Background: an optimization exercise with open tools, aiming at small area. Do not read the settings as production practice. The RTL was checked by simulation tests, not by an equivalence proof against the original design. Power is estimated from default activity; no workload was simulated.

==> design/flow/design.v <==
`timescale 1ns/100ps
module wall_clock #(
    parameter CLK_RATE_HZ = 32_768,
    parameter HOURS_STYLE_AMERICAN = 0
    )(
    output wire[7:0] display_led_segments,
    output wire[5:0] display_led_enable_mask,
    input wire adjustment_next,
    input wire adjustment_increment,
    input wire clk,
    input wire reset
);
    reg[1:0] lo;
    reg[9:0] hp;
    reg[2:0] c1;
    reg clk1;
    reg hd_d;                        
    wire lo_full = &lo;
    wire half_done = lo_full && hp[9] && hp[8] && hp[5] && hp[4] && hp[1];
    wire clk5 = c1[0] ^ clk1;
    wire c1_last = c1[2];            
    wire tick5 = half_done && !clk5;
    wire tick1 = half_done && c1_last && !clk1;
    wire e5 = hd_d && clk5;
    wire e1 = hd_d && clk1 && c1 == 3'd0;
    always @(posedge clk) begin
        hd_d <= half_done;
        if (reset) begin
            lo <= 2'd0;
            hp <= 10'd0;
            c1 <= 3'd0;
            clk1 <= 1'b0;
        end else begin
            lo <= lo + 2'd1;
            if (half_done) begin
                hp <= 10'd0;
                c1 <= c1_last ? 3'd0 : c1 + 3'd1;
                clk1 <= clk1 ^ c1_last;
            end else begin
                hp <= hp + {9'd0, lo_full};
            end
        end
    end
    reg[3:0] wd;
    wire bark = wd == 4'd14;
    always @(posedge clk) begin
        if (reset) begin
            wd <= 4'd5;
        end else if (tick1) begin
            if (adjustment_next || adjustment_increment)
                wd <= 4'd5;
            else if (wd != 4'd15)
                wd <= wd + 4'd1;
        end
    end
    wire mc_reset = reset || bark;
    reg[2:0] ms;
    reg prev_next;
    wire adjuster_load = !ms[1] && ms[0];
    wire timer_load = ms[2] && !ms[1];
    wire[2:0] mode = {!ms[2] && ms[1], ms[2] && ms[0], ms[2] && !ms[0]};
    wire select = ms[2] || ms[1];
    wire rise = !prev_next && adjustment_next && !adjuster_load && !timer_load;
    wire e5_al = e5 && adjuster_load;
    wire e1_tl = e1 && timer_load;
    always @(posedge clk) begin
        if (mc_reset) begin
            ms <= 3'b000;
            prev_next <= 1'b0;
        end else begin
            prev_next <= adjustment_next;
            if (rise || e5_al || e1_tl)
                ms <= {ms[1], ms[0], !ms[2]};
        end
    end
    reg[2:0] mode_latch;
    reg[2:0] ttc;
    wire do_inc = adjustment_increment && (ttc == 3'd5 || ttc == 3'd0);
    wire[2:0] inc_f = mode_latch & {3{do_inc && tick5}};
    always @(posedge clk) begin
        if (reset) begin
            mode_latch <= 3'b000;
        end else if (tick5) begin
            mode_latch <= mode;
        end
        if (tick5) begin
            if (!adjustment_increment)
                ttc <= 3'd5;
            else if (mode_latch != mode)
                ttc <= 3'd6;
            else if (ttc != 3'd0)
                ttc <= ttc - 3'd1;
        end
    end
    reg[3:0] tm_su, tm_mu, tm_hu;
    reg[2:0] tm_st, tm_mt;
    reg[1:0] tm_ht;
    reg[3:0] ad_su, ad_mu, ad_hu;
    reg[2:0] ad_st, ad_mt;
    reg[1:0] ad_ht;
    function u9;                     
        input[3:0] u;
        u9 = u[3] && u[0];
    endfunction
    function t5;                     
        input[2:0] t;
        t5 = t[2] && !t[1];
    endfunction
    function h23;                    
        input[1:0] t;
        input[3:0] u;
        h23 = t[1] && u[1] && u[0];
    endfunction
    function[2:0] jinc;
        input[2:0] t;
        jinc = {t[1], t[0], !t[2]};
    endfunction
    wire tm_s59 = u9(tm_su) && t5(tm_st);
    wire tm_m59 = u9(tm_mu) && t5(tm_mt);
    always @(posedge clk) begin
        if (reset) begin
            {tm_ht, tm_hu, tm_mt, tm_mu, tm_st, tm_su} <= 20'd0;
        end else if (tick1) begin
            if (timer_load) begin
                {tm_ht, tm_hu, tm_mt, tm_mu, tm_st, tm_su} <=
                    {ad_ht, ad_hu, ad_mt, ad_mu, ad_st, ad_su};
            end else begin
                if (u9(tm_su)) begin
                    tm_su <= 4'd0;
                    tm_st <= t5(tm_st) ? 3'd0 : jinc(tm_st);
                end else begin
                    tm_su <= tm_su + 4'd1;
                end
                if (tm_s59) begin
                    if (u9(tm_mu)) begin
                        tm_mu <= 4'd0;
                        tm_mt <= t5(tm_mt) ? 3'd0 : jinc(tm_mt);
                    end else begin
                        tm_mu <= tm_mu + 4'd1;
                    end
                end
                if (tm_s59 && tm_m59) begin
                    if (h23(tm_ht, tm_hu)) begin
                        tm_hu <= 4'd0;
                        tm_ht <= 2'd0;
                    end else if (u9(tm_hu)) begin
                        tm_hu <= 4'd0;
                        tm_ht <= {tm_ht[0], !tm_ht[1] && !tm_ht[0]};
                    end else begin
                        tm_hu <= tm_hu + 4'd1;
                    end
                end
            end
        end
    end
    always @(posedge clk) begin
        if (reset) begin
            {ad_ht, ad_hu, ad_mt, ad_mu, ad_st, ad_su} <= 20'd0;
        end else if (tick5 && adjuster_load) begin
            {ad_ht, ad_hu, ad_mt, ad_mu, ad_st, ad_su} <=
                {tm_ht, tm_hu, tm_mt, tm_mu, tm_st, tm_su};
        end else begin
            if (inc_f[0]) begin
                if (u9(ad_su)) begin
                    ad_su <= 4'd0;
                    ad_st <= t5(ad_st) ? 3'd0 : jinc(ad_st);
                end else begin
                    ad_su <= ad_su + 4'd1;
                end
            end
            if (inc_f[1]) begin
                if (u9(ad_mu)) begin
                    ad_mu <= 4'd0;
                    ad_mt <= t5(ad_mt) ? 3'd0 : jinc(ad_mt);
                end else begin
                    ad_mu <= ad_mu + 4'd1;
                end
            end
            if (inc_f[2]) begin
                if (h23(ad_ht, ad_hu)) begin
                    ad_hu <= 4'd0;
                    ad_ht <= 2'd0;
                end else if (u9(ad_hu)) begin
                    ad_hu <= 4'd0;
                    ad_ht <= {ad_ht[0], !ad_ht[1] && !ad_ht[0]};
                end else begin
                    ad_hu <= ad_hu + 4'd1;
                end
            end
        end
    end
    reg[6:0] dq;
    reg[3:0] dig;
    reg dp;
    wire refresh = lo_full && &dq[3:0];
    wire[2:0] slot = dq[6:4];
    always @(posedge clk) begin
        if (reset) begin
            dq <= 7'd120;
        end else if (refresh && dq[6] && !dq[5] && dq[4]) begin
            dq <= 7'd0;              
        end else begin
            dq <= dq + {6'd0, lo_full};
        end
    end
    wire[5:0] act = {slot == 3'd5, slot == 3'd4, slot == 3'd3,
                     slot == 3'd2, slot == 3'd1, slot == 3'd0};
    wire to0 = act[5] || slot == 3'd7;
    wire[2:0] nt = {3{act[0]}} & (select ? ad_st : tm_st)
                 | {3{act[2]}} & (select ? ad_mt : tm_mt);
    wire[2:0] nt_bcd = {nt[2] && !nt[0], nt[1] && nt[0], nt[2] ^ nt[1] ^ nt[0]};
    wire[3:0] next_dig =
          {4{to0}}    & (select ? ad_su : tm_su)
        | {4{act[1]}} & (select ? ad_mu : tm_mu)
        | {4{act[3]}} & (select ? ad_hu : tm_hu)
        | {4{act[4]}} & {2'b00, select ? ad_ht : tm_ht}
        | {1'b0, nt_bcd};
    always @(posedge clk) begin
        if (reset) begin
            dig <= 4'd15;
            dp <= 1'b0;
        end else if (refresh) begin
            dig <= next_dig;
            dp <= clk1 && (act[1] || act[3]);
        end
    end
    wire x3 = dig[3], x2 = dig[2], x1 = dig[1], x0 = dig[0];
    wire[6:0] seg = {
        !x2&!x0 | x2&!x1&x0 | x3&!x2 | !x3&x1,
        !x1&!x0 | !x3&x1&x0 | !x2,
        x2&!x0 | !x3&x0 | !x1,
        !x2&x1 | x3&!x2 | !x2&!x0 | x1&!x0 | x2&!x1&x0,
        !x2&!x0 | x1&!x0,
        !x1&!x0 | x2&!x0 | x3&!x2 | x2&!x1,
        x2&!x0 | !x2&x1 | x3&!x2 | x2&!x1
    };
    assign display_led_segments = {seg, dp};
    wire[5:0] blink = {{2{!mode[2] || clk1}}, {2{!mode[1] || clk1}},
                       {2{!mode[0] || clk1}}};
    assign display_led_enable_mask = act & blink;
endmodule
==> design/flow/run.sh <==
#!/bin/bash
# synth_recipe.tcl (not shown) runs the flow's synth.tcl, then flattens the netlist and writes it again
# the make line also repeats each setting of config.mk as NAME=value (left out here)
make -C /OpenROAD-flow-scripts/flow DESIGN_CONFIG=/design/flow/config.mk WORK_HOME=/design/flow/orfs CLKGATE_MAP_FILE= SYNTH_SCRIPT=/design/flow/synth_recipe.tcl finish
==> design/flow/config.mk <==
export PLATFORM = sky130hd
export DESIGN_NAME = wall_clock
export DESIGN_NICKNAME = wall_clock
export VERILOG_FILES = /design/flow/design.v
export SDC_FILE = /design/flow/constraint.sdc
export NUM_CORES = 4
export LEC_CHECK = 0
export CAP_MARGIN = 20
export CORE_MARGIN = 2
export CORE_UTILIZATION = 40
export SLEW_MARGIN = 20
==> design/flow/constraint.sdc <==
create_clock -name core_clock -period 10.0 [get_ports {clk}]
set_input_delay 2.0000 -clock core_clock [delete_from_list [all_inputs] [get_ports {clk}]]
set_output_delay 2.0000 -clock core_clock [all_outputs]
set_load 0.01 [all_outputs]
==> impl_results.md, run 1 <==
* Status: timing/DRC/antenna clean
* Post-Syn Area at slightly below 5000 um2
* Final TNS setup at 0 ps
* Final Hold Fails at 0
* Die Y-Extent at approximately 120 um
* CP max FO at 26
* Drt initial violations at approximately 320
* Synth Flop Type: dfxtp_1
* CP required at ~8000 ps
* Synth-to-Final Area Change at 11.3%
* Clock transition at path regs at approximately 60 ps
* First-pass GRT wire length at 22000 um
* Post-layout min period at ~4300 ps
* Synth warnings at 1
* Clk latency of the worst-skew pair at ~360 ps
* Rel. slew slack at a little under two fifths
* Syn avg cell area at 7.95 um2
* Final ANT Viol Nets at 0
* Setup bufs post-CTS at 0
* Post-synth EDFFs at 3
* Maximum VDD drop at 0.0885 mV
* Util after Layout at 45.8%
* Initial Util at roughly 41%
* Detailed placement HPWL at roughly 9000 um
* Top cells by area, synth: dfxtp_1 32%, nor2_1 5.6%, a21oi_1 4.5%
* TritonCTS clock tree: built
* Count leader, synth: dfxtp_1
* Total GRT Usage at roughly a fifth
* CP startpoint: ms[2]
* Crit. End Element: output port
* Maximum root-to-sink buffer count at 2
* Ratio of cells with drive above 1 in the final layout at 7.25%
* Drt total wl at between 10000 and 15000 um
* Cts hold-fix bufs at 0
* Avg WL per Cell at 16.8 um
* Crit path DAT at 2320 ps
* Leading area contributor after synthesis: dfxtp_1
* Cell Pwr Density at 128 nW/um2
* Cells after Synth at about 620
* R2R Path Start: ms[2]
* Post-synth ARST share at 0%
* Share of the synthesized area in the top cell type at between 30% and 40%
* TritonCTS Buffers at 9
* Highest Clock Rate at around 0.23 GHz
* RePlAce Congestion at 0.911
* I/O Pins at 18
* Combinational family with the most area after synthesis: simple AND/OR/NAND/NOR gates
* Vias/cell at ~5.8
* Vias at approximately 4600
* Vias in the first global route at 4360
* Clock Sinks at slightly above 80
* Lkg Pwr at between 0.0015 and 0.002 uW
* Compound-Gate Fraction of Synth Area at a little over a fifth
* Post-CTS sizing at 0
* Post-synthesis xor/xnor area fraction at under 10%
* Final nets at around 640
* Number of antenna diodes at 0
* Initial antenna violation count at 0
* Max_cap viols at 0
* Synth unique cells at between 60 and 70
* Critical path class: reg -> out
* Synthesized net count at between 600 and 700
* Clock skew at roughly 6.3 ps
* Post-synthesis sequential area ratio at between 30 and 40%
* Setup Viol. Count Final at 0
* Die X at about 120 um
* Drt first pass iters at 5
* Fill cell count at 1201
* Hold Crit Start: lo[0]
* Residual DRC at 0
* CP startpoint kind: register
* Adder-Cell Fraction of Synth Area at around 4.5%
* Mux share of post-synthesis cell area at 5.90%
* Die area at 13300 um2
* RSZ-0062 raised after global routing: false
* # rows at 40
* HP Class: reg -> reg
* Core area at 12100 um2
* Simple-gate area share of the yosys netlist at 26.1%
* Largest net degree at the start of global routing at 69
* Slew Limit Fails at 0
* Global route overflow at 0
* IO buf count at 17
* Worst-Margin Slew at 936 ps
* Fin crit share at between 40% and 50%
* Number of synthesized register bits at just over 80
* Clock root cell: clkbuf_16
* Commonest cells post-synth: 80 x dfxtp_1, 74 x nor2_1, 59 x nand2_1
* CTS H-tree depth at 3
==> cell usage in the layout, fill, tap and decap left out, drive strengths merged, types with 3 or more instances in the layout <==
cell / instances
mux2: 6
nor3b: 7
nor2: 74
a2111oi: 3
nand4: 6
ha: 18
xnor2: 11
a211oi: 8
a31oi: 11
o21a: 3
clkbuf: 11
nor4: 8
o211ai: 3
nor3: 19
clkdlybuf4s50: 16
nor2b: 10
a22o: 5
nand2b: 11
o21ai: 33
o21bai: 5
a21o: 3
nand3b: 4
mux2i: 18
a21oi: 45
and3: 9
o22ai: 3
edfxtp: 3
xor2: 8
a22oi: 10
dfxtp: 80
nor4bb: 3
buf: 5
inv: 27
or2: 4
a32o: 3
nand3: 21
or3: 6
and2: 3
nand2: 59
==> worst max-delay path: stages (launching register included) <==
cell	delay, ps
dfxtp_1	860
nand2b_1	240
nor2_1	80
nor4_1	200
clkdlybuf4s50_1	580
==> sequential cells by signal, indices dropped and copies added (netlist names), 3 cells and up <==
register and count:
wd 4, mode_latch 3, dq 7, ad_mt 3, tm_st 3, ad_st 3, tm_su 4, tm_mu 4
ad_hu 4, tm_mt 3, ad_su 4, tm_hu 4, ttc 3, ad_mu 4, c1 3, ms 3
dig 4, hp 10
==> layout make-up <==
class / count / area, um2 / share of cell area, %
clock buffers: 11 / 264 / 4.78
multi-input cells: 476 / 3030 / 54.8
well taps: 168 / 210 / 3.81
inverters: 25 / 93.8 / 1.70
repair buffers: 21 / 195 / 3.53
flip-flops and latches: 83 / 1690 / 30.6
clock inverters: 5 / 42.5 / 0.770
==> kinds of logic (layout without fill, tap and decap cells) <==
kind of cell    after synthesis  after routing
mux                          26             26
flops                        83             83
fa+ha+maj                    18             18
simple gates                253            253
buf+inv                      65             62
compound gates              160            160
xor+xnor                     19             19
==> stage by stage <==
stage          power [uW]  instances  worst slack, ps  cell area, um2  hold slack (ps)
6_report              705        789             5680            5520              435
5_1_grt               732        789             5520            5520              457
4_1_cts               715        789             5660            5520              442
3_5_place_dp          371        773             6050            5220              432
3_3_place_gp          370        773             6140            5220              407
2_1_floorplan         363        624             6640            4960              399
==> power by group <==
part	internal [uW]	leakage [uW]	switching (uW)	total [uW]
clock network	193	0.000148	148	341
registers	334	0.000672	3.33	338
logic	8.12	0.00116	17.7	25.8
total	535	0.00198	169	705
==> metal layers <==
layer / track usage, % / vias up / routed length, um
li1: - / 2230 / -
met1: 26.7 / 2188 / 5720
met2: 34.3 / 165 / 6320
met3: 4.32 / 29 / 781
met4: 10.7 / 0 / 405
met5: 0 / - / 0
==> path summary, 6_finish.rpt <==
check             slack, ps  cells past startpoint                    endpoint
setup / recovery       5680                      4  display_led_enable_mask[4]
hold / removal          430                      1                       lo[0]
setup reg to reg       6910                      5                    tm_ht[0]
hold reg to reg         430                      1                       lo[0]
==> run 2: changes to the inputs <==
==> design/flow/flow/run.sh (new file) <==
#!/bin/bash
set -euo pipefail
W=$(pwd)
rm -rf "$W/scripts_area"
cp -r "$FLOW_HOME/scripts" "$W/scripts_area"
cp "$W/flow/abc.script" "$W/scripts_area/abc_speed.script"
cp "$W/flow/abc.script" "$W/scripts_area/abc_area.script"
export SCRIPTS_DIR="$W/scripts_area"
bash standard.sh synth > "$W/synth.log" 2>&1
bash standard.sh finish > "$W/layout.log" 2>&1
test -f "$W/out/final.def"
==> design/flow/flow/abc.script (new file) <==
strash
&get -n
&deepsyn -T 90
&put
dch -f
amap
topo
==> design/flow/standard.sh (new file) <==
#!/bin/bash
# synth_recipe.tcl (not shown) runs the flow's synth.tcl, then flattens the netlist and writes it again
# the make line also repeats each setting of config.mk as NAME=value (left out here)
make -C /OpenROAD-flow-scripts/flow DESIGN_CONFIG=/design/flow/config.mk WORK_HOME=/design/flow/orfs CLKGATE_MAP_FILE= SYNTH_SCRIPT=/design/flow/synth_recipe.tcl "${@:-finish}"
removed: design/flow/run.sh
==> impl_results.md, run 2 <==
* # rows at 36
* Highest Clock Rate at around 0.2 GHz
* Vias/cell at roughly 5.5
* Ratio of cells with drive above 1 in the final layout at 2.48%
* Util after Layout at a little under half
* Synth unique cells at 38
* Avg WL per Cell at roughly 15 um
* CP startpoint kind: primary input
* Final ANT Viol Nets at 0
* Synth-to-Final Area Change at 12.3%
* Clock root cell: clkbuf_8
* Pre-CTS WS at between 4000 and 5000 ps
* Reported net switching power at around 150 uW
* Total GRT Usage at between 20% and 30%
* Clk latency of the worst-skew pair at roughly 370 ps
* RSZ-0062 raised after global routing: false
* Die Y-Extent at about 100 um
* Leading area contributor after synthesis: dfxtp_1
* Most common cell after layout, fill and taps aside: clkinv_1
* Max_cap viols at 0
* Lkg Pwr at ~0.0016 uW
* Synthesized net count at roughly 560
* Initial antenna violation count at 0
* Maximum root-to-sink buffer count at 2
* Detailed placement HPWL at between 8000 and 9000 um
* Die area at approximately 11000 um2
* Rel. slew slack at a little over half
* Largest net degree at the start of global routing at 23
* Die X at 105 um
* Crit. End Element: register
* Post-synth EDFFs at 3
* Internal power at approximately 440 uW
* Post-CTS sizing at 0
* Setup Viol. Count Final at 0
* Crit path DAT at 5190 ps
* Commonest non-fill, non-tap cells in the layout: 95 x clkinv_1, 86 x nor2_1, 80 x dfxtp_1
* Share of the synthesized area in the top cell type at a little under 40%
* Final nets at between 500 and 600
* IO buf count at 17
* Clock Sinks at between 80 and 90
* Cell Pwr Density at 129 nW/um2
* Cts hold-fix bufs at 0
* Largest register FFs at 10
* TritonCTS Buffers at 9
* Fin worst setup slack at roughly 5000 ps
* Slew Limit Fails at 0
* Setup bufs post-CTS at 0
* Vias at roughly 3800
* Register area at 1690 um2
* Initial Util at 41.3%
* Worst-Margin Slew at 682 ps
* Vias in the first global route at 3610
* Count leader, synth: clkinv_1
* Final Hold Fails at 0
* Fin area at approximately 4600 um2
* Synth warnings at 1
* Clock skew at 14.6 ps
* Comb pwr share at roughly 5.3%
* Fill cell count at just over 1000
* Clock share of power at 36.9%
* Most flops, register: hp
* Largest regs: hp x10, dq x7
* Drt initial violations at 267
* CP required at between 10000 and 15000 ps
* I/O Pins at 18
* Residual DRC at 0
* Drt total wl at around 11000 um
* Post-synthesis sequential area ratio at approximately two fifths
* Top cells by area, synth: dfxtp_1 39%, clkinv_1 8.7%, nor2_1 8.0%
* DP Area at ~4400 um2
* Critical path class: in -> reg
* Clock transition at path regs at ~90 ps
* CTS H-tree depth at 3
* Syn avg cell area at 7.61 um2
* HP Class: reg -> reg
* Cells after Synth at between 500 and 600
* Switching share of total power at 25.8%
* RePlAce Congestion at between 0.9 and 1
* Core area at a little under 10000 um2
* First-pass GRT wire length at between 15000 and 20000 um
* Post-layout min period at slightly below 5000 ps
* Sequential Power Share at 57.7%
* Global route overflow at 0
* Number of antenna diodes at 0
* Drt first pass iters at 5
* Final TNS setup at 0 ps
* Post-Syn Area at between 4000 and 5000 um2
* Maximum VDD drop at about 0.093 mV
* Post-synth ARST share at 0%
* CP max FO at 22
* Status: timing/DRC/antenna clean
* TritonCTS clock tree: built
* Fin crit share at between 40% and 50%
* Area of the multi-input gates at around 2000 um2
* Commonest cells post-synth: 94 x clkinv_1, 86 x nor2_1, 80 x dfxtp_1
* Number of synthesized register bits at 83
* Synth Flop Type: dfxtp_1
## run 2: cell types whose count changed in the layout (fill, tap and decap cells not counted), moves of 8 or more
cell | before | now
clkinv_1 | 0 | 95
o22ai_1 | 3 | 46
xor2_1 | 8 | 0
xnor2_1 | 11 | 0
mux2i_1 | 18 | 0
clkbuf_16 | 10 | 0
nand2_1 | 59 | 49
nor2_1 | 74 | 86
a21oi_1 | 45 | 20
inv_1 | 25 | 0
nand2b_1 | 11 | 0
clkbuf_8 | 1 | 9
## run 2: critical path, stage by stage
cell,delay [ps]
clkdlybuf4s50_1,700
clkinv_1,600
nand2_1,340
nor2_1,200
nor2_1,340
clkinv_1,290
o22ai_1,320
clkinv_1,200
o22ai_1,190
## run 2: worst paths after layout
kind / from / end / slack [ps] / cells past startpoint
max reg2reg: lo[0] / tm_ht[1] / 5890 / 19
min reg2reg: lo[0] / lo[0] / 440 / 1
max: reset / ad_hu[3] / 5100 / 9
min: lo[0] / lo[0] / 440 / 1
## run 2: cell type report
| class | count | share of cell area, % |
|---|---|---|
| Inverter | 94 | 7.75 |
| Timing Repair Buffer | 17 | 3.74 |
| Clock buffer | 10 | 2.80 |
| Multi-Input combinational cell | 355 | 44.0 |
| Clock inverter | 6 | 0.934 |
| Tap cell | 133 | 3.65 |
| Sequential cell | 83 | 37.1 |
## run 2: kinds of logic after synthesis
family                     after synthesis  synth area share (%)
adders and majority gates               18                  5.55
and+or+nand+nor                        177                  18.4
AOI/OAI and AO/OA                      160                  25.5
DFF                                     83                  41.7
buffers and inverters                   95                  8.89
## run 2: routing by layer
metal	global-route usage [%]	up-vias	wire [um]	part of all wire, %
met3	4.05	21	451	4.2
met1	25.8	1777	4860	45
met2	33.9	91	5230	49
met4	7.05	0	223	2.1
met5	0	-	0	0
li1	-	1957	-	-
## run 2: stage by stage
stage / hold WS [ps] / cells / power (uW)
finish: 436 / 698 / 588
global placement: 407 / 682 / 377
floorplan: 395 / 533 / 367
detailed placement: 434 / 682 / 378
CTS: 447 / 698 / 593
global route: 465 / 698 / 614
## run 2: power by group through the flow
stage / Combinational [uW] / Sequential [uW] / Clock (uW)
after floorplan: 21.0 / 346 / 0
after global placement: 30.1 / 347 / 0
after detailed placement: 30.5 / 347 / 0
after CTS: 30.6 / 340 / 223
after global routing: 34.6 / 340 / 239
final: 31.3 / 340 / 217
==> run 3: changes to the inputs <==
--- a/design/flow/flow/run.sh
+++ b/design/flow/flow/run.sh
@@ -7,2 +7,5 @@
 cp "$W/flow/abc.script" "$W/scripts_area/abc_area.script"
+# Leave adders to ABC instead of pre-mapping them to half/full adder cells.
+sed -i 's/\[env_var_exists_and_non_empty ADDER_MAP_FILE\] &&/0 \&\&/' "$W/scripts_area/synth.tcl"
+grep -q '^  0 &&$' "$W/scripts_area/synth.tcl"
 export SCRIPTS_DIR="$W/scripts_area"
==> impl_results.md, run 3 <==
* Final nets at 540
* Worst-Margin Slew at ~830 ps
* Post-Syn Area at 3780 um2
* Residual DRC at 0
* I/O Pins at 18
* Die X at between 100 and 150 um
* Rel. slew slack at 44.2%
* Drt first pass iters at 5
* RSZ-0062 raised after global routing: false
* Fin worst setup slack at ~4900 ps
* Sequential Power Share at between 50% and 60%
* Switching share of total power at between 20% and 30%
* Number of synthesized register bits at 83
* Final non-filler cell total at approximately 650
* Post-CTS sizing at 0
* Number of antenna diodes at 0
* Maximum root-to-sink buffer count at 2
* Post-layout min period at 5090 ps
* Detailed placement HPWL at 7770 um
* Largest register FFs at 10
* CP max FO at 21
* Max_cap viols at 0
* Most flops, register: hp
* Initial Util at 41.1%
* Clock skew at approximately 13 ps
* Syn avg cell area at 7.42 um2
* Avg WL per Cell at approximately 16 um
* Initial antenna violation count at 0
* TritonCTS Buffers at 9
* Post-synth ARST share at 0%
* Top cells by area, synth: dfxtp_1 42%, nor2_1 12%, clkinv_1 7.9%
* Placed cell count at ~640
* Clock transition at path regs at 100 ps
* CP required at 10230 ps
* Drt initial violations at 220
* Buf/Inv on CP at 2
* Synth warnings at 1
* Clock Sinks at just over 80
* Reg-to-reg slack, setup at 5410 ps
* Cell Pwr Density at ~150 nW/um2
* Clk latency of the worst-skew pair at 380 ps
* Max incr delay on CP at approximately 800 ps
* TritonCTS clock tree: built
* Setup bufs post-CTS at 0
* Final Hold Fails at 0
* Commonest non-fill, non-tap cells in the layout: 118 x nor2_1, 80 x dfxtp_1, 79 x clkinv_1
* CP max stage cell: nand3_1
* Core area at 9200 um2
* Global route overflow at 0
* Comb pwr share at between 5 and 6%
* Reported net switching power at approximately 170 uW
* Synth Flop Type: dfxtp_1
* Setup Viol. Count Final at 0
* Slew Limit Fails at 0
* Largest net degree at the start of global routing at 22
* Final ANT Viol Nets at 0
* First-pass GRT wire length at roughly 17000 um
* Cts hold-fix bufs at 0
* Count leader, synth: nor2_1
* Vias/cell at between 5 and 6
* Ratio of cells with drive above 1 in the final layout at under 10%
* Drt total wl at around 10000 um
* Leading area contributor after synthesis: dfxtp_1
* Total GRT Usage at between 20% and 30%
* RePlAce Congestion at ~0.9
* Die Y-Extent at approximately 100 um
* Cells after Synth at a little over 500
* Critical path class: in -> reg
* HP Class: reg -> reg
* Share of the synthesized area in the top cell type at 42.4%
* Clock share of power at 40.6%
* Vias at about 3700
* CP top delay family: simple AND/OR/NAND/NOR gates
* Final TNS setup at 0 ps
* Post-synth EDFFs at 3
* Crit. End Element: register
* Synth-to-Final Area Change at 13.5%
* Synthesized net count at between 500 and 600
* CP startpoint kind: primary input
* Pre-CTS WS at ~4600 ps
* Internal power at between 400 and 500 uW
* Lkg Pwr at ~0.0014 uW
* Status: timing/DRC/antenna clean
* Crit path DAT at 5310 ps
* Post-synthesis sequential area ratio at about 45%
* Maximum VDD drop at 0.0714 mV
* Synth unique cells at 41
* IO buf count at 17
* Vias in the first global route at about 3400
* Die area at about 10000 um2
* # rows at 35
* Highest Clock Rate at 0.197 GHz
* Fill cell count at between 900 and 1000
* Clock root cell: clkbuf_8
* Largest regs: hp x10, dq x7
* CTS H-tree depth at 3
* Fin crit share at between 50% and 60%
* Commonest cells post-synth: 118 x nor2_1, 80 x dfxtp_1, 79 x clkinv_1
* Most common cell after layout, fill and taps aside: nor2_1
* CP cell instances: clkdlybuf4s50_1, clkinv_1, nand3_1, nand2_1, nor4_1, and3_1, o32ai_1
[run 3: cell count changes in the layout (fill, tap and decap cells not counted), moves of 7 or more]
cell	before	now
ha_1	18	0
nor3_1	10	26
o22ai_1	46	25
o21ai_0	40	33
nand3_1	14	7
nand2_1	49	37
nor2_1	86	118
clkinv_1	95	79
[run 3: worst register-to-register path, stage by stage (launching register included)]
cell,delay (ps)
dfxtp_1,350
and2_0,320
nand4_1,330
clkinv_1,150
nand2_1,100
nor2_1,310
clkinv_1,190
nor2_1,290
clkinv_1,160
nor2_1,240
nand2_1,190
nor2_1,200
clkinv_1,140
nor2_1,160
clkinv_1,160
nor3_1,300
nand2_1,120
nand2_1,120
clkinv_1,130
nor2_1,270
nand2_1,120
o22ai_1,150
[run 3: metal layers]
metal | track usage, % | vias to the layer above | wire length, um
met4 | 8.42 | 0 | 236
met5 | 0 | - | 0
met1 | 31.0 | 1721 | 5220
met3 | 4.42 | 19 | 611
met2 | 30.8 | 119 | 4390
li1 | - | 1843 | -
[run 3: final timing paths]
kind | cells after the start | startpoint | end
worst min-delay path | 1 | lo[0] | lo[0]
worst max register to register | 21 | lo[0] | tm_ht[1]
worst max-delay path | 7 | reset | ad_hu[2]
worst min register to register | 1 | lo[0] | lo[0]
[run 3: metrics by stage]
stage	hold WS, ps	power, uW	area, um2	utilization (%)
after floorplan	403	375	3780	-
after global placement	418	386	4080	44.3
after detailed placement	428	386	4080	44.3
after CTS	444	641	4280	46.6
after global routing	471	662	4280	46.6
final	438	639	4280	46.6
[run 3: kinds of logic (layout without fill, tap and decap cells)]
logic type,after synthesis,after routing,synth area share [%]
buffers and inverters,80,112,8.05
AO/OA/AOI/OAI,128,128,22.3
flip-flops,83,83,44.8
AND/OR/NAND/NOR,218,218,24.8
[run 3: power by group through the flow]
stage          clock network [uW]  registers, uW  logic, uW
2_1_floorplan                   0            348       26.5
3_3_place_gp                    0            349       36.8
3_5_place_dp                    0            349       37.1
4_1_cts                       262            341       37.3
5_1_grt                       278            342       41.6
6_report                      259            341       37.9
[run 3: final cells by class]
class | count | area, um2 | share of cell area (%)
Multi-Input combinational cell | 346 | 1780 | 41.6
Sequential cell | 83 | 1690 | 39.5
Inverter | 79 | 297 | 6.92
Timing Repair Buffer | 17 | 170 | 3.97
Tap cell | 111 | 139 | 3.24
Clock buffer | 9 | 124 | 2.89
Clock inverter | 7 | 82.6 | 1.93
==> run 4: changes to the inputs <==
--- a/design/flow/flow/run.sh
+++ b/design/flow/flow/run.sh
@@ -11,2 +11,5 @@
 export SCRIPTS_DIR="$W/scripts_area"
+# Smallest buffer on each port; a small clock tree without dummy loads.
+export BUFFER_PORTS_ARGS="-buffer_cell sky130_fd_sc_hd__buf_1"
+export CTS_ARGS="-sink_clustering_enable -repair_clock_nets -dont_use_dummy_load -buf_list sky130_fd_sc_hd__clkbuf_4 -root_buf sky130_fd_sc_hd__clkbuf_4 -sink_clustering_size 30"
 bash standard.sh synth > "$W/synth.log" 2>&1
==> impl_results.md, run 4 <==
* Leading area contributor after synthesis: dfxtp_1
* Max_cap viols at 0
* Vias/cell at 5.68
* Most flops, register: hp
* RSZ-0062 raised after global routing: false
* Drt initial violations at about 210
* Cts hold-fix bufs at 0
* Count leader, synth: nor2_1
* Status: timing/DRC/antenna clean
* Highest Clock Rate at 0.215 GHz
* Fin crit share at roughly 46%
* Rel. slew slack at between 40% and 50%
* Die Y-Extent at between 100 and 150 um
* Largest regs: hp x10, dq x7
* Buf/Inv on CP at 2
* Synth Flop Type: dfxtp_1
* Clock root cell: clkbuf_4
* # rows at 35
* Max incr delay on CP at between 700 and 800 ps
* Initial Util at around two fifths
* Tot Pwr at 521 uW
* Cell Pwr Density at ~130 nW/um2
* Avg WL per Cell at ~15 um
* Top cells by area, synth: dfxtp_1 42%, nor2_1 12%, clkinv_1 7.9%
* Largest net degree at the start of global routing at 22
* TritonCTS Buffers at 9
* Setup bufs post-CTS at 0
* Largest register FFs at 10
* Crit path DAT at around 5000 ps
* First-pass GRT wire length at about 16000 um
* Setup Viol. Count Final at 0
* Post-Syn Area at roughly 3800 um2
* CP max stage cell: nand3_1
* Ratio of cells with drive above 1 in the final layout at 1.69%
* Post-synth ARST share at 0%
* Die X at approximately 100 um
* Commonest cells post-synth: 118 x nor2_1, 80 x dfxtp_1, 79 x clkinv_1
* HP Class: reg -> reg
* Lkg Pwr at 0.00133 uW
* Maximum VDD drop at just over 0.05 mV
* Final nets at 540
* I/O Pins at 18
* Die area at 10200 um2
* Share of the synthesized area in the top cell type at between 40 and 50%
* Slew Limit Fails at 0
* Maximum root-to-sink buffer count at 2
* Synth warnings at 1
* Number of synthesized register bits at between 80 and 90
* Synth unique cells at 41
* Cells after Synth at a little over 500
* CP cell instances: buf_1, clkinv_1, nand3_1, nand2_1, nor4_1, nor2_1, o32ai_1
* Drt total wl at 9780 um
* Residual DRC at 0
* Vias at roughly 3700
* Crit. End Element: register
* Global route overflow at 0
* CP startpoint kind: primary input
* Final TNS setup at 0 ps
* Worst-Margin Slew at roughly 800 ps
* Synth-to-Final Area Change at 6.96%
* Vias in the first global route at 3203
* IO buf count at 17
* Clock transition at path regs at 120 ps
* Drt first pass iters at 4
* Total GRT Usage at 20.4%
* Post-synth EDFFs at 3
* Post-layout min period at around 4600 ps
* Commonest non-fill, non-tap cells in the layout: 118 x nor2_1, 80 x dfxtp_1, 79 x clkinv_1
* Clock Sinks at between 80 and 90
* Final Hold Fails at 0
* Clk latency of the worst-skew pair at about 420 ps
* CP required at approximately 10000 ps
* Detailed placement HPWL at 7500 um
* Clock skew at around 24 ps
* CTS H-tree depth at 3
* Syn avg cell area at ~7.4 um2
* Post-synthesis sequential area ratio at around 45%
* Post-CTS sizing at 0
* Critical path class: in -> reg
* Number of antenna diodes at 0
* Core area at just over 9000 um2
* Initial antenna violation count at 0
* CP top delay family: simple AND/OR/NAND/NOR gates
* Final ANT Viol Nets at 0
* Synthesized net count at 513
* RePlAce Congestion at approximately 0.9
* CP max FO at 21
* TritonCTS clock tree: built
* Most common cell after layout, fill and taps aside: nor2_1
-- run 4: cell count changes in the layout (fill, tap and decap cells not counted) --
cell / before / now
clkdlybuf4s50_1: 17 / 0
bufinv_16: 1 / 0
inv_4: 1 / 0
clkinv_4: 2 / 0
buf_1: 0 / 17
clkbuf_8: 9 / 0
inv_6: 2 / 0
inv_8: 1 / 0
clkbuf_4: 0 / 9
-- run 4: area by class of cell --
class                           count  area (um2)
Inverter                           79         297
Sequential cell                    83        1690
Multi-Input combinational cell    346        1780
Fill cell                         943        5160
Tap cell                          111         139
Timing Repair Buffer               17        63.8
Clock buffer                        9        67.6
-- run 4: final timing paths --
kind | startpoint | endpoint | slack, ps | cells past startpoint
max reg2reg | lo[0] | tm_ht[0] | 5470 | 21
min reg2reg | lo[0] | lo[0] | 440 | 1
min | lo[0] | lo[0] | 440 | 1
max | reset | ad_hu[2] | 5350 | 7
-- run 4: worst reg2reg max path: cells and delay by family (launching register included) --
kind	cells	cell delay, ps
buf+inv	6	940
compound gates	1	130
flops	1	360
simple gates	14	3040
-- run 4: kinds of logic (layout without fill, tap and decap cells) --
logic type / after synthesis / after routing / synth area share [%]
flops: 83 / 83 / 44.8
compound gates: 128 / 128 / 22.3
simple gates: 218 / 218 / 24.8
buf+inv: 80 / 105 / 8.05
-- run 4: power by group --
| group | switching (uW) | total (uW) | internal [uW] |
|---|---|---|---|
| combinational | 25.5 | 36.6 | 11.1 |
| sequential | 3.15 | 341 | 338 |
| clock | 101 | 143 | 42.0 |
-- run 4: per-stage QoR --
step                      worst slack (ps)  area [um2]  utilization [%]  hold slack (ps)  instances
after global routing                  4810        4040             43.9              457        645
after CTS                             5410        4040             43.9              441        645
after floorplan                       6230        3780                -              403        509
final                                 5350        4040             43.9              436        645
after global placement                5110        3970             43.2              419        636
after detailed placement              4970        3970             43.2              424        636
-- run 4: routing by layer --
metal	vias to the layer above	part of all wire, %	global-route usage (%)
li1	1844	-	-
met5	-	0	0
met1	1695	51	31.0
met4	0	1.6	6.24
met3	13	5.5	4.49
met2	109	42	28.7
==> run 5: changes to the inputs <==
--- a/design/flow/design.v
+++ b/design/flow/design.v
@@ -75,11 +75,14 @@
     end
-    reg[2:0] mode_latch;
+    reg[1:0] mode_latch;
     reg[2:0] ttc;
-    wire do_inc = adjustment_increment && (ttc == 3'd5 || ttc == 3'd0);
-    wire[2:0] inc_f = mode_latch & {3{do_inc && tick5}};
-    always @(posedge clk) begin
-        if (reset) begin
-            mode_latch <= 3'b000;
+    wire[1:0] field = {ms[2], ms[1] && ms[0]};
+    wire do_inc = adjustment_increment && (ttc == 3'd5 || ttc == 3'd0) && tick5;
+    wire[2:0] inc_f = {!mode_latch[1] && mode_latch[0],
+                       mode_latch[1] && mode_latch[0],
+                       mode_latch[1] && !mode_latch[0]} & {3{do_inc}};
+    always @(posedge clk) begin
+        if (reset) begin
+            mode_latch <= 2'b00;
         end else if (tick5) begin
-            mode_latch <= mode;
+            mode_latch <= field;
         end
@@ -88,3 +91,3 @@
                 ttc <= 3'd5;
-            else if (mode_latch != mode)
+            else if (mode_latch != field)
                 ttc <= 3'd6;
--- a/design/flow/flow/run.sh
+++ b/design/flow/flow/run.sh
@@ -13,3 +13,3 @@
 export BUFFER_PORTS_ARGS="-buffer_cell sky130_fd_sc_hd__buf_1"
-export CTS_ARGS="-sink_clustering_enable -repair_clock_nets -dont_use_dummy_load -buf_list sky130_fd_sc_hd__clkbuf_4 -root_buf sky130_fd_sc_hd__clkbuf_4 -sink_clustering_size 30"
+export CTS_ARGS="-sink_clustering_enable -repair_clock_nets -dont_use_dummy_load -buf_list sky130_fd_sc_hd__clkbuf_8 -root_buf sky130_fd_sc_hd__clkbuf_8 -sink_clustering_size 20 -sink_clustering_max_diameter 120"
 bash standard.sh synth > "$W/synth.log" 2>&1
==> impl_results.md, run 5 <==
* Drt total wl at approximately 9600 um
* Number of synthesized register bits at just over 80
* CTS H-tree depth at 3
* Util after Layout at ~45%
* Max_cap viols at 0
* HP Class: reg -> reg
* Setup Viol. Count Final at 0
* Cell Pwr Density at 132 nW/um2
* Combinational family with the most area after synthesis: simple AND/OR/NAND/NOR gates
* Compound-Gate Fraction of Synth Area at about a quarter
* Commonest non-fill, non-tap cells in the layout: 104 x nor2_1, 79 x clkinv_1, 79 x dfxtp_1
* Ratio of cells with drive above 1 in the final layout at under 10%
* Slew Limit Fails at 0
* Post-Syn Area at 3780 um2
* Largest register FFs at 10
* RSZ-0062 raised after global routing: false
* Worst-Margin Slew at about 770 ps
* Clk latency of the worst-skew pair at roughly 370 ps
* Initial Util at between 40% and 50%
* Vias in the first global route at around 3500
* Leading area contributor after synthesis: dfxtp_1
* Top cells by area, synth: dfxtp_1 42%, nor2_1 10%, clkinv_1 7.9%
* Final Hold Fails at 0
* Final ANT Viol Nets at 0
* Syn avg cell area at about 7.4 um2
* Die area at about 10000 um2
* Drt first pass iters at 6
* Die X at about 100 um
* Post-CTS sizing at 0
* CP max FO at 21
* Post-layout min period at ~4700 ps
* RePlAce Congestion at around 0.90
* Global route overflow at 0
* Most flops, register: hp
* Cts hold-fix bufs at 0
* Synthesized net count at between 500 and 600
* Maximum VDD drop at just under 0.08 mV
* First-pass GRT wire length at between 15000 and 20000 um
* CP startpoint kind: primary input
* Mux share of post-synthesis cell area at 0%
* Status: timing/DRC/antenna clean
* Share of the synthesized area in the top cell type at approximately two fifths
* Largest regs: hp x10, dq x7
* Post-synth ARST share at 0%
* Maximum root-to-sink buffer count at 2
* Crit path DAT at 4970 ps
* Residual DRC at 0
* Fin crit share at between 40% and 50%
* # rows at 35
* Avg WL per Cell at 14.9 um
* Vias/cell at 5.67
* Commonest cells post-synth: 104 x nor2_1, 79 x clkinv_1, 79 x dfxtp_1
* Highest Clock Rate at 0.212 GHz
* Post-synthesis sequential area ratio at roughly 44%
* Critical path class: in -> reg
* TritonCTS Buffers at 9
* Adder-Cell Fraction of Synth Area at 0%
* Drt initial violations at 243
* Clock Sinks at 82
* Clock root cell: clkbuf_8
* Crit. End Element: register
* Post-synthesis xor/xnor area fraction at 0%
* Largest net degree at the start of global routing at 22
* Final TNS setup at 0 ps
* Lkg Pwr at approximately 0.0013 uW
* I/O Pins at 18
* Count leader, synth: nor2_1
* Setup bufs post-CTS at 0
* Rel. slew slack at 48.2%
* IO buf count at 17
* Synth-to-Final Area Change at 8.65%
* Simple-gate area share of the yosys netlist at 24.0%
* Die Y-Extent at slightly above 100 um
* Synth warnings at 1
* TritonCTS clock tree: built
* Synth Flop Type: dfxtp_1
* Clock skew at approximately 31 ps
* Initial antenna violation count at 0
* Post-synth EDFFs at 3
* Cells after Synth at slightly above 500
* Fin worst setup slack at between 5000 and 6000 ps
* Pre-CTS WS at slightly below 5000 ps
* Final nets at approximately 540
* CP required at between 10000 and 15000 ps
* Clock transition at path regs at ~80 ps
* Number of antenna diodes at 0
* Total GRT Usage at 20.2%
* Most common cell after layout, fill and taps aside: nor2_1
* Synth unique cells at 37
* Core area at 9200 um2
* Vias at between 3000 and 4000
* Detailed placement HPWL at a little over 7000 um
-- run 5: stage by stage --
stage / power, uW / hold slack [ps] / cells / instance area, um2
floorplan: 354 / 403 / 509 / 3780
global placement: 361 / 418 / 637 / 3980
detailed placement: 362 / 425 / 637 / 3980
CTS: 546 / 446 / 646 / 4100
global route: 565 / 496 / 646 / 4100
finish: 540 / 447 / 646 / 4100
-- run 5: area by class of cell --
class	count	area [um2]
Clock buffer	9	124
Fill cell	960	5090
Inverter	79	297
Multi-Input combinational cell	347	1800
Sequential cell	82	1670
Tap cell	111	139
Timing Repair Buffer	18	71.3
-- run 5: logic make-up after synthesis --
group | after synthesis
DFF | 82
buffers and inverters | 80
AOI/OAI and AO/OA | 138
and+or+nand+nor | 209
-- run 5: metal layers --
| layer | global-route usage (%) | up-vias | share of wire (%) |
|---|---|---|---|
| met5 | 0 | - | 0 |
| met4 | 6.86 | 0 | 2.3 |
| met3 | 4.97 | 19 | 4.8 |
| met2 | 33.9 | 100 | 48 |
| met1 | 25.3 | 1692 | 45 |
| li1 | - | 1850 | - |
-- run 5: worst paths after layout --
check	startpoint	endpoint	slack, ps	depth (start not counted)
max	reset	ad_mu[2]	5280	7
min	lo[0]	lo[0]	450	1
max reg2reg	lo[0]	tm_hu[2]	5410	19
min reg2reg	lo[0]	lo[0]	450	1
-- run 5: critical path, cell delays in order --
cell      delay [ps]
buf_1            510
clkinv_1         650
nand3_1          760
nand2_1          350
nor2_1           270
clkinv_1         140
o32ai_1          270
-- run 5: where the power goes --
group | switching [uW] | internal [uW]
Sequential | 1.87 | 331
Clock | 106 | 80.5
Combinational | 15.8 | 5.65
==> run 6: changes to the inputs <==
==> design/flow/flow/run.sh (replaced) <==
#!/bin/bash
# The standard layout (standard.sh), except for how synthesis maps the
# logic: ABC runs an area-oriented script (deepsyn, then area mapping) in
# place of ORFS's speed script, adders are left to ABC, and the synthesis is
# run with four deepsyn seeds, keeping the smallest netlist. Registers come
# from the standard synthesis passes unchanged. Port buffers use the smallest
# buffer and the clock tree uses no dummy loads.
set -euo pipefail
W=$(pwd)
SEEDS="1 2 3 4"
rm -rf "$W/scripts_base"
cp -r "$FLOW_HOME/scripts" "$W/scripts_base"
sed -i 's/\[env_var_exists_and_non_empty ADDER_MAP_FILE\] &&/0 \&\&/' "$W/scripts_base/synth.tcl"
grep -q '^  0 &&$' "$W/scripts_base/synth.tcl"
export BUFFER_PORTS_ARGS="-buffer_cell sky130_fd_sc_hd__buf_1"
export CTS_ARGS="-sink_clustering_enable -repair_clock_nets -dont_use_dummy_load -buf_list sky130_fd_sc_hd__clkbuf_4 -root_buf sky130_fd_sc_hd__clkbuf_8 -sink_clustering_size 10 -sink_clustering_max_diameter 60"

for s in $SEEDS; do
  rm -rf "$W/scripts_$s" "$W/try_$s"
  cp -r "$W/scripts_base" "$W/scripts_$s"
  sed "s/@SEED@/$s/" "$W/flow/abc.script" > "$W/scripts_$s/abc_speed.script"
  cp "$W/scripts_$s/abc_speed.script" "$W/scripts_$s/abc_area.script"
  sed "s|$W/orfs|$W/try_$s|g" "$W/standard.sh" > "$W/standard_$s.sh"
  (SCRIPTS_DIR="$W/scripts_$s" bash "$W/standard_$s.sh" synth > "$W/synth_$s.log" 2>&1 || true) &
done
wait

best=""; best_area=""
for s in $SEEDS; do
  f="$W/try_$s/reports/sky130hd/wall_clock/base/synth_stat.txt"
  [[ -f "$f" && -f "$W/try_$s/results/sky130hd/wall_clock/base/1_synth.odb" ]] || continue
  a=$(awk '/Chip area for module/ {print $NF}' "$f" | tail -1)
  echo "seed $s: synthesis area $a" | tee -a "$W/seeds.log"
  if [[ -z "$best" ]] || awk -v a="$a" -v b="$best_area" 'BEGIN {exit !(a < b)}'; then
    best=$s; best_area=$a
  fi
done
[[ -n "$best" ]]
echo "using seed $best" | tee -a "$W/seeds.log"
rm -rf "$W/orfs"
mv "$W/try_$best" "$W/orfs"
export SCRIPTS_DIR="$W/scripts_$best"
bash standard.sh finish > "$W/layout.log" 2>&1
test -f "$W/out/final.def"
==> design/flow/flow/abc.script (replaced) <==
strash
&get -n
&deepsyn -T 90 -S @SEED@
&put
dch -f
amap
topo
==> impl_results.md, run 6 <==
* Crit path DAT at 5300 ps
* Slew Limit Fails at 0
* Synth-to-Final Area Change at 8.51%
* # rows at 35
* Initial Util at 41.0%
* Vias at around 3700
* Maximum VDD drop at about 0.051 mV
* Adder-Cell Fraction of Synth Area at 0%
* Max_cap viols at 0
* Simple-gate area share of the yosys netlist at about a quarter
* Number of antenna diodes at 0
* Total GRT Usage at approximately 22%
* CP max stage cell: nand3_1
* Drt total wl at 10200 um
* Share of the synthesized area in the top cell type at between 40% and 50%
* Compound-Gate Fraction of Synth Area at 23.0%
* Post-Syn Area at between 3000 and 4000 um2
* Combinational family with the most area after synthesis: simple AND/OR/NAND/NOR gates
* Drt initial violations at 262
* WHS Endpoint: lo[0]
* Maximum root-to-sink buffer count at 2
* Crit path top cell by count: clkinv_1
* Final TNS setup at 0 ps
* Setup Viol. Count Final at 0
* CP max FO at 18
* Synth Flop Type: dfxtp_1
* TritonCTS Buffers at 9
* TritonCTS clock tree: built
* RSZ-0062 raised after global routing: false
* RR Endpoint: tm_hu[1]
* Lkg Pwr at around 0.0013 uW
* Cells after Synth at slightly above 500
* Die Y-Extent at roughly 100 um
* Detailed placement HPWL at a little under 8000 um
* Rel. slew slack at 53.1%
* Largest net degree at the start of global routing at 19
* Core area at slightly above 9000 um2
* Clock transition at path regs at around 60 ps
* Avg WL per Cell at between 15 and 20 um
* Hold Path Depth at 1
* Highest Clock Rate at 0.198 GHz
* Vias/cell at approximately 5.6
* DP Area at 3950 um2
* Reg-to-reg slack, setup at around 5500 ps
* Mux share of post-synthesis cell area at 0%
* Switching share of total power at 23.6%
* Most common cell after layout, fill and taps aside: nor2_1
* Critical path class: in -> reg
* R2R cell count at 19
* Internal power at about 420 uW
* Sequential Power Share at around three fifths
* Post-synthesis sequential area ratio at between 40 and 50%
* Post-synth ARST share at 0%
* Worst-Margin Slew at between 700 and 800 ps
* Cell Pwr Density at around 140 nW/um2
* Crit. End Element: register
* Placed cell count at around 640
* Largest register FFs at 10
* Post-CTS sizing at 0
* Ratio of cells with drive above 1 in the final layout at under 10%
* Die X at just over 100 um
* CTS H-tree depth at 3
* Commonest cells post-synth: 113 x nor2_1, 82 x clkinv_1, 79 x dfxtp_1
* Clock root cell: clkbuf_8
* Setup bufs post-CTS at 0
* Drt first pass iters at 6
* Clk latency of the worst-skew pair at 360 ps
* Hold Crit Start: lo[0]
* Vias in the first global route at 3500
* R2R Path Start: lo[0]
* Max incr delay on CP at 690 ps
* Post-synthesis xor/xnor area fraction at 0%
* Synthesized net count at about 520
* I/O Pins at 18
* Post-layout min period at slightly above 5000 ps
* CP startpoint kind: primary input
* Comb pwr share at between 5 and 6%
* Most flops, register: hp
* Leading area contributor after synthesis: dfxtp_1
* Post-synth EDFFs at 3
* First-pass GRT wire length at approximately 17000 um
* Reported net switching power at roughly 130 uW
* Residual DRC at 0
* CP required at 10250 ps
* Commonest non-fill, non-tap cells in the layout: 113 x nor2_1, 82 x clkinv_1, 79 x dfxtp_1
* Status: timing/DRC/antenna clean
* IO buf count at 17
* Clock share of power at 34.1%
* RePlAce Congestion at 0.944
* Clock skew at between 20 and 25 ps
* Largest regs: hp x10, dq x7
* Syn avg cell area at approximately 7.3 um2
* HP Class: reg -> reg
* Final nets at approximately 550
* Final non-filler cell total at around 650
* CP cell instances: buf_1, clkinv_1, nand3_1, clkinv_1, nor2_1, clkinv_1, nor3_1, nand3_1, o221ai_1
* Number of synthesized register bits at between 80 and 90
* Fin area at 4070 um2
* Die area at 10200 um2
* Synth unique cells at 35
* Top cells by area, synth: dfxtp_1 42%, nor2_1 11%, clkinv_1 8.2%
* Final Hold Fails at 0
* Clock Sinks at between 80 and 90
* Global route overflow at 0
* Initial antenna violation count at 0
* Cts hold-fix bufs at 0
* Final ANT Viol Nets at 0
* Count leader, synth: nor2_1
* Fin crit share at around 50%
* Synth warnings at 1
* Hold_ws at approximately 440 ps
-- run 6: cell types whose count changed after synthesis, moves of 2 or more --
cell      before  now
or3_1          5    1
a31oi_1       11    4
nor3_1        30   26
o311ai_0       2    0
clkinv_1      79   82
a22oi_1        4    2
o22ai_1       18   27
o211ai_1       5    2
nor2_1       104  113
o31ai_1        0    4
nand2_1       37   41
o22a_1         2    0
o21ai_0       40   47
-- run 6: final cells by class --
type | count | area [um2]
multi-input cells | 350 | 1760
well taps | 111 | 139
fillers | 940 | 5080
inverters | 82 | 308
clock buffers | 9 | 124
flip-flops and latches | 82 | 1670
repair buffers | 17 | 63.8
-- run 6: critical path, delay by kind of cell --
kind / cells / cell delay, ps
buffers and inverters: 4 / 1620
AOI/OAI and AO/OA: 1 / 170
and+or+nand+nor: 4 / 1480
-- run 6: cells by family after synthesis --
group,Yosys count
simple gates,213
compound gates,137
buf+inv,83
flops,82
-- run 6: power by group through the flow --
| stage | combinational (uW) | sequential, uW | clock, uW |
|---|---|---|---|
| after floorplan | 19.1 | 342 | 0 |
| after global placement | 26.9 | 342 | 0 |
| after detailed placement | 27.5 | 342 | 0 |
| after CTS | 27.6 | 335 | 192 |
| after global routing | 31.7 | 335 | 205 |
| final | 28.1 | 335 | 188 |
-- run 6: metal layers --
layer / global-route usage (%) / vias up / wire length [um]
met5: 0 / - / 0
met2: 35.2 / 116 / 4680
met3: 3.47 / 20 / 479
met4: 10.3 / 0 / 270
met1: 28.0 / 1680 / 4770
li1: - / 1841 / -
-- run 6: how the worst max path moves through the flow --
stage | depth (start not counted) | start | endpoint | slack (ps)
after floorplan | 8 | reset | ad_su[2] | 6200
after global placement | 9 | reset | ad_su[2] | 4840
after detailed placement | 9 | reset | ad_hu[3] | 4650
after CTS | 9 | reset | ad_hu[3] | 5000
after global routing | 9 | reset | ad_hu[2] | 4620
final | 9 | reset | ad_hu[3] | 4950
-- run 6: stage by stage --
stage	total power, uW	worst slack (ps)	utilization, %
2_1_floorplan	361	6200	-
3_3_place_gp	369	4840	43.1
3_5_place_dp	370	4650	43.1
4_1_cts	554	5000	44.5
5_1_grt	572	4620	44.5
6_report	550	4950	44.5
==> run 7: changes to the inputs <==
--- a/design/flow/flow/run.sh
+++ b/design/flow/flow/run.sh
@@ -15,3 +15,3 @@
 export BUFFER_PORTS_ARGS="-buffer_cell sky130_fd_sc_hd__buf_1"
-export CTS_ARGS="-sink_clustering_enable -repair_clock_nets -dont_use_dummy_load -buf_list sky130_fd_sc_hd__clkbuf_4 -root_buf sky130_fd_sc_hd__clkbuf_8 -sink_clustering_size 10 -sink_clustering_max_diameter 60"
+export CTS_ARGS="-sink_clustering_enable -repair_clock_nets -dont_use_dummy_load -buf_list sky130_fd_sc_hd__clkbuf_4 -root_buf sky130_fd_sc_hd__clkbuf_4"
 
--- a/design/flow/config.mk
+++ b/design/flow/config.mk
@@ -9,3 +9,3 @@
 export CORE_MARGIN = 2
-export CORE_UTILIZATION = 40
+export CORE_UTILIZATION = 70
 export SLEW_MARGIN = 20
==> impl_results.md, run 7 <==
* Rel. slew slack at a little over half
* Slew Limit Fails at 0
* Synth warnings at 1
* CP max FO at 18
* Post-synth ARST share at 0%
* Fin worst setup slack at around 5100 ps
* Setup bufs post-CTS at 0
* Vias at 3860
* Worst-Margin Slew at 704 ps
* Clock share of power at around 28%
* CTS H-tree depth at 3
* RSZ-0062 raised after global routing: false
* Most common cell after layout, fill and taps aside: nor2_1
* Number of synthesized register bits at 82
* Clock skew at around 30 ps
* Leading area contributor after synthesis: dfxtp_1
* Maximum root-to-sink buffer count at 2
* Vias/cell at between 6 and 7
* Fin crit share at a little under 50%
* CP cell instances: buf_1, clkinv_1, nand3_1, clkinv_1, nor2_1, clkinv_1, nor3_1, nand3_1, o221ai_1
* Post-synth EDFFs at 3
* CP required at just over 10000 ps
* Die Y-Extent at around 77 um
* Initial Util at approximately 73%
* Total GRT Usage at between 30% and 40%
* RePlAce Congestion at 0.960
* Residual DRC at 0
* Clock Sinks at 82
* Comb pwr share at 5.5%
* Max_cap viols at 0
* Drt initial violations at 407
* Post-CTS sizing at 0
* Number of antenna diodes at 0
* Synth Flop Type: dfxtp_1
* Clock transition at path regs at around 120 ps
* TritonCTS Buffers at 9
* Die X at 77.2 um
* Cells after Synth at approximately 520
* Post-Syn Area at between 3000 and 4000 um2
* Commonest cells post-synth: 113 x nor2_1, 82 x clkinv_1, 79 x dfxtp_1
* TritonCTS clock tree: built
* Cts hold-fix bufs at 0
* Drt first pass iters at 7
* Crit path DAT at 5200 ps
* Most flops, register: hp
* Crit path top cell by count: clkinv_1
* Vias in the first global route at ~3600
* Largest net degree at the start of global routing at 19
* Post-synthesis sequential area ratio at around 45%
* Avg WL per Cell at 15.8 um
* Final ANT Viol Nets at 0
* Clock root cell: clkbuf_4
* Share of the synthesized area in the top cell type at about 42%
* Final Hold Fails at 0
* CP startpoint kind: primary input
* Lkg Pwr at approximately 0.0013 uW
* Die area at 5960 um2
* IO buf count at 17
* Core area at roughly 5000 um2
* Setup Viol. Count Final at 0
* Clk latency of the worst-skew pair at 440 ps
* Max incr delay on CP at 670 ps
* Maximum VDD drop at ~0.12 mV
* Top cells by area, synth: dfxtp_1 42%, nor2_1 11%, clkinv_1 8.2%
* Reported net switching power at approximately 120 uW
* Cell Pwr Density at roughly 130 nW/um2
* Critical path class: in -> reg
* Largest register FFs at 10
* Fill cell count at 402
* Largest regs: hp x10, dq x7
* Internal power at roughly 380 uW
* Commonest non-fill, non-tap cells in the layout: 113 x nor2_1, 82 x clkinv_1, 79 x dfxtp_1
* Synth-to-Final Area Change at 5.64%
* Register area at around 1700 um2
* Switching share of total power at 24.5%
* HP Class: reg -> reg
* Sequential Power Share at between 60% and 70%
* # rows at 26
* Ratio of cells with drive above 1 in the final layout at under 10%
* Area of the multi-input gates at between 1500 and 2000 um2
* Final nets at 546
* I/O Pins at 18
* Global route overflow at 0
* Syn avg cell area at roughly 7.3 um2
* Status: timing/DRC/antenna clean
* Pre-CTS WS at about 4800 ps
* Synth unique cells at 35
* Post-layout min period at ~4900 ps
* First-pass GRT wire length at about 16000 um
* Drt total wl at between 9000 and 10000 um
* Initial antenna violation count at 0
* CP max stage cell: nand3_1
* Highest Clock Rate at 0.205 GHz
* Synthesized net count at between 500 and 600
* Detailed placement HPWL at approximately 7300 um
* Count leader, synth: nor2_1
* Crit. End Element: register
* Final TNS setup at 0 ps
## run 7: cell counts after synthesis
Identical to the previous run, type by type.
## run 7: kinds of logic after synthesis
group	count (synthesis)	share of synthesized area, %
and+or+nand+nor	213	24.0
DFF	82	44.6
AOI/OAI and AO/OA	137	23.0
buffers and inverters	83	8.41
## run 7: metal layers
layer  wire, um  GRT usage (%)  share of wire, %  vias up
li1           -              -                 -     1842
met1       3880           40.9                40     1751
met2       4500           56.9                47      230
met3        901           9.76               9.4       37
met4        343           13.4               3.6        0
met5          0              0                 0        -
## run 7: path summary, 6_finish.rpt
kind	startpoint	end	slack (ps)	cells after the start
setup / recovery	reset	ad_hu[2]	5120	9
hold / removal	lo[0]	lo[0]	450	1
setup reg to reg	lo[0]	tm_hu[1]	5230	19
hold reg to reg	lo[0]	lo[0]	450	1
## run 7: power groups by stage
| stage | clock [uW] | combinational (uW) | sequential [uW] |
|---|---|---|---|
| floorplan | 0 | 19.1 | 342 |
| global placement | 0 | 25.7 | 342 |
| detailed placement | 0 | 26.7 | 342 |
| CTS | 141 | 26.8 | 335 |
| global route | 154 | 30.5 | 335 |
| finish | 143 | 27.8 | 335 |
## run 7: metrics by stage
step	power (uW)	instance area, um2	utilization (%)	std cells	hold slack [ps]
6_report	506	3960	77.1	610	450
5_1_grt	520	3960	77.1	610	498
4_1_cts	503	3960	77.1	610	448
3_5_place_dp	369	3890	75.8	601	430
3_3_place_gp	368	3890	75.8	601	418
2_1_floorplan	361	3750	-	515	403
## run 7: critical path, delay by kind of cell
family / cells / cell delay (ps)
compound gates: 1 / 200
buf+inv: 4 / 1630
simple gates: 4 / 1360
## run 7: layout make-up
class | instances | area share [%]
repair buffers | 17 | 1.61
multi-input cells | 350 | 44.5
flip-flops and latches | 82 | 42.2
well taps | 70 | 2.21
clock buffers | 9 | 1.71
inverters | 82 | 7.77
==> run 8: changes to the inputs <==
--- a/design/flow/flow/run.sh
+++ b/design/flow/flow/run.sh
@@ -15,3 +15,3 @@
 export BUFFER_PORTS_ARGS="-buffer_cell sky130_fd_sc_hd__buf_1"
-export CTS_ARGS="-sink_clustering_enable -repair_clock_nets -dont_use_dummy_load -buf_list sky130_fd_sc_hd__clkbuf_4 -root_buf sky130_fd_sc_hd__clkbuf_4"
+export CTS_ARGS="-sink_clustering_enable -repair_clock_nets -dont_use_dummy_load -buf_list sky130_fd_sc_hd__clkbuf_8 -root_buf sky130_fd_sc_hd__clkbuf_8 -sink_clustering_size 20 -sink_clustering_max_diameter 120"
 
--- a/design/flow/config.mk
+++ b/design/flow/config.mk
@@ -9,3 +9,3 @@
 export CORE_MARGIN = 2
-export CORE_UTILIZATION = 70
+export CORE_UTILIZATION = 40
 export SLEW_MARGIN = 20
==> impl_results.md, run 8 <==
* Status: timing/DRC/antenna clean
* Die Y-Extent at 100 um
* Global route overflow at 0
* Post-synth ARST share at 0%
* Util after Layout at approximately 44%
* Top sig layer: met4
* Detailed placement HPWL at roughly 7300 um
* Maximum VDD drop at roughly 0.086 mV
* Critical path class: reg -> reg
* Post-synth EDFFs at 3
* Vias at 3544
* RR Endpoint: tm_ht[1]
* Register area at 1670 um2
* Commonest non-fill, non-tap cells in the layout: 91 x nor2_1, 79 x dfxtp_1, 77 x clkinv_1
* Hold Crit Start: lo[0]
* Worst setup endpoint: tm_ht[1]
* Syn avg cell area at 7.55 um2
* CTS H-tree depth at 3
* Synth warnings at 1
* TritonCTS clock tree: built
* Simple-gate area share of the yosys netlist at between 20 and 25%
* R2R Path Start: lo[0]
* Highest Clock Rate at around 0.20 GHz
* Synth-to-Final Area Change at 8.83%
* Post-CTS sizing at 0
* Lkg Pwr at 0.00130 uW
* Post-synthesis xor/xnor area fraction at 0%
* Initial Util at about 40%
* Final nets at 522
* Die area at 10000 um2
* Most common cell after layout, fill and taps aside: nor2_1
* Clock Sinks at just over 80
* Drt total wl at approximately 9500 um
* Setup Viol. Count Final at 0
* Synth Flop Type: dfxtp_1
* Worst-Margin Slew at slightly below 800 ps
* Drt first pass iters at 5
* Clock skew at 26.6 ps
* # rows at 35
* Drt initial violations at 165
* RSZ-0062 raised after global routing: false
* Setup bufs post-CTS at 0
* Post-synthesis sequential area ratio at roughly 45%
* CP startpoint kind: register
* Most flops, register: hp
* Synthesized net count at between 400 and 500
* CP startpoint: lo[0]
* IO buf count at 17
* Share of the synthesized area in the top cell type at 42.8%
* TritonCTS Buffers at 9
* Post-layout min period at approximately 5000 ps
* Number of antenna diodes at 0
* Synth unique cells at 33
* CP required at ~10000 ps
* Count leader, synth: nor2_1
* Final ANT Viol Nets at 0
* RePlAce Congestion at between 0.8 and 0.9
* Largest regs: hp x10, dq x7
* Max_cap viols at 0
* Mux share of post-synthesis cell area at 0%
* Fill cell count at between 900 and 1000
* Area of the multi-input gates at 1730 um2
* Post-Syn Area at about 3700 um2
* Rel. slew slack at 48.0%
* Largest register FFs at 10
* I/O Pins at 18
* Die X at around 100 um
* Total GRT Usage at approximately 20%
* Crit. End Element: register
* Ratio of cells with drive above 1 in the final layout at around 1.9%
* Top cells by area, synth: dfxtp_1 43%, nor2_1 9.2%, clkinv_1 7.8%
* Vias/cell at roughly 5.7
* Vias in the first global route at approximately 3300
* Largest net degree at the start of global routing at 17
* Residual DRC at 0
* Clk latency of the worst-skew pair at between 300 and 400 ps
* Adder-Cell Fraction of Synth Area at 0%
* Fin crit share at 50.5%
* Final Hold Fails at 0
* Clock root cell: clkbuf_8
* Crit path DAT at ~5300 ps
* Clock transition at path regs at about 90 ps
* Slew Limit Fails at 0
* Initial antenna violation count at 0
* Met3 WL at 468 um
* Maximum root-to-sink buffer count at 2
* Wl on met1 at between 4000 and 5000 um
* Combinational family with the most area after synthesis: compound AO/OA/AOI/OAI gates
* Cells after Synth at 490
* Commonest cells post-synth: 91 x nor2_1, 79 x dfxtp_1, 77 x clkinv_1
* Core area at approximately 9100 um2
* First-pass GRT wire length at ~16000 um
* Compound-Gate Fraction of Synth Area at approximately 25%
* Reg-to-reg slack, setup at just under 5000 ps
* HP Class: reg -> reg
* Cell Pwr Density at approximately 130 nW/um2
* Metal2 WL at 4400 um
* Cts hold-fix bufs at 0
* Avg WL per Cell at about 15 um
* Number of synthesized register bits at 82
* R2R cell count at 17
* Leading area contributor after synthesis: dfxtp_1
* CP max FO at 7
* Final TNS setup at 0 ps
==> run 8: final cells by class <==
class | count | share of cell area (%)
Tap cell | 111 | 3.45
Timing Repair Buffer | 18 | 1.77
Sequential cell | 82 | 41.5
Multi-Input combinational cell | 330 | 43.0
Clock buffer | 9 | 3.08
Inverter | 77 | 7.18
==> run 8: report_power, final <==
group,switching [uW],leakage (uW),internal (uW)
Sequential,2.21,0.000665,332
Clock,103,0.0000647,80.4
Combinational,18.1,0.000571,7.87
Total,123,0.00130,420
==> run 8: metrics by stage <==
step | std cells | hold WS, ps | total power (uW) | cell area (um2) | worst slack (ps)
after floorplan | 490 | 403 | 359 | 3700 | 6180
after global placement | 618 | 417 | 366 | 3900 | 4890
after detailed placement | 618 | 423 | 367 | 3900 | 4710
after CTS | 627 | 438 | 550 | 4020 | 4900
after global routing | 627 | 453 | 564 | 4020 | 4310
final | 627 | 439 | 543 | 4020 | 4950
==> run 8: metal layers <==
metal	track usage, %	vias to the layer above
met4	8.54	0
met3	4.74	30
met1	25.2	1632
met2	32.1	85
li1	-	1797
met5	0	-
==> run 8: worst min-delay path by stage <==
stage             to  slack, ps  cells past startpoint
6_report       lo[0]        440                      1
5_1_grt        lo[0]        450                      1
4_1_cts        lo[0]        440                      1
3_5_place_dp   lo[0]        420                      1
3_3_place_gp   lo[0]        420                      1
2_1_floorplan  lo[0]        400                      1
==> run 8: kinds of logic after synthesis <==
| family | after synthesis |
|---|---|
| buffers and inverters | 78 |
| flip-flops | 82 |
| AO/OA/AOI/OAI | 142 |
| AND/OR/NAND/NOR | 188 |
==> run 8: critical path: stages, from the launching register on <==
cell	delay, ps
dfxtp_1	350
and2_0	320
nand4_1	350
nor3_1	440
clkinv_1	280
nor2_1	220
clkinv_1	110
nor2_1	230
clkinv_1	190
nor3_1	370
nand2_1	200
nor2_1	300
clkinv_1	200
nor3_1	520
nand2_1	200
nor2_1	280
a21o_1	220
o221ai_1	110

[separate check: timing with driven ports]
In the flow no input, the clock included, has a driving cell. The finished layouts below were timed again as built, in two steps.
Step 1 sets driving cells, clkbuf_16 on the clock port and buf_2 on the other inputs (assumed; they add their load-dependent delay and slew).
Step 2 times the ports against the registers' clock, not the clock port: input delays grow and output delays shrink by t, the midpoint of the rising clock arrivals with the driver on.
Three values: no drivers, after step 1, after step 2; two values: the first two.
run | shift t [ns] | slack for setup (ns) | worst setup path after step 2 | slew at the worst register clock pin (ns) | worst data-port slew with drivers (ns)
run 1 | 0.388 | 5.675 / 5.640 / 6.028 | register to output | 0.07 / 0.07 | 0.04
run 2 | 0.394 | 5.098 / 5.111 / 4.717 | input to register | 0.09 / 0.09 | 0.03
run 3 | 0.404 | 4.915 / 4.919 / 4.515 | input to register | 0.10 / 0.10 | 0.03
run 4 | 0.437 | 5.353 / 5.350 / 4.913 | input to register | 0.12 / 0.12 | 0.03
run 5 | 0.381 | 5.276 / 5.278 / 4.897 | input to register | 0.09 / 0.09 | 0.03
run 6 | 0.383 | 4.951 / 4.958 / 4.575 | input to register | 0.09 / 0.09 | 0.03
run 7 | 0.452 | 5.119 / 5.118 / 4.666 | input to register | 0.13 / 0.13 | 0.03
run 8 | 0.379 | 4.950 / 4.950 / 4.652 | input to register | 0.09 / 0.09 | 0.04
After both steps every run listed still meets setup and hold. The setup slack of run 7, which loses most, moves by -0.001 ns with the drivers and by -0.453 ns with both steps.
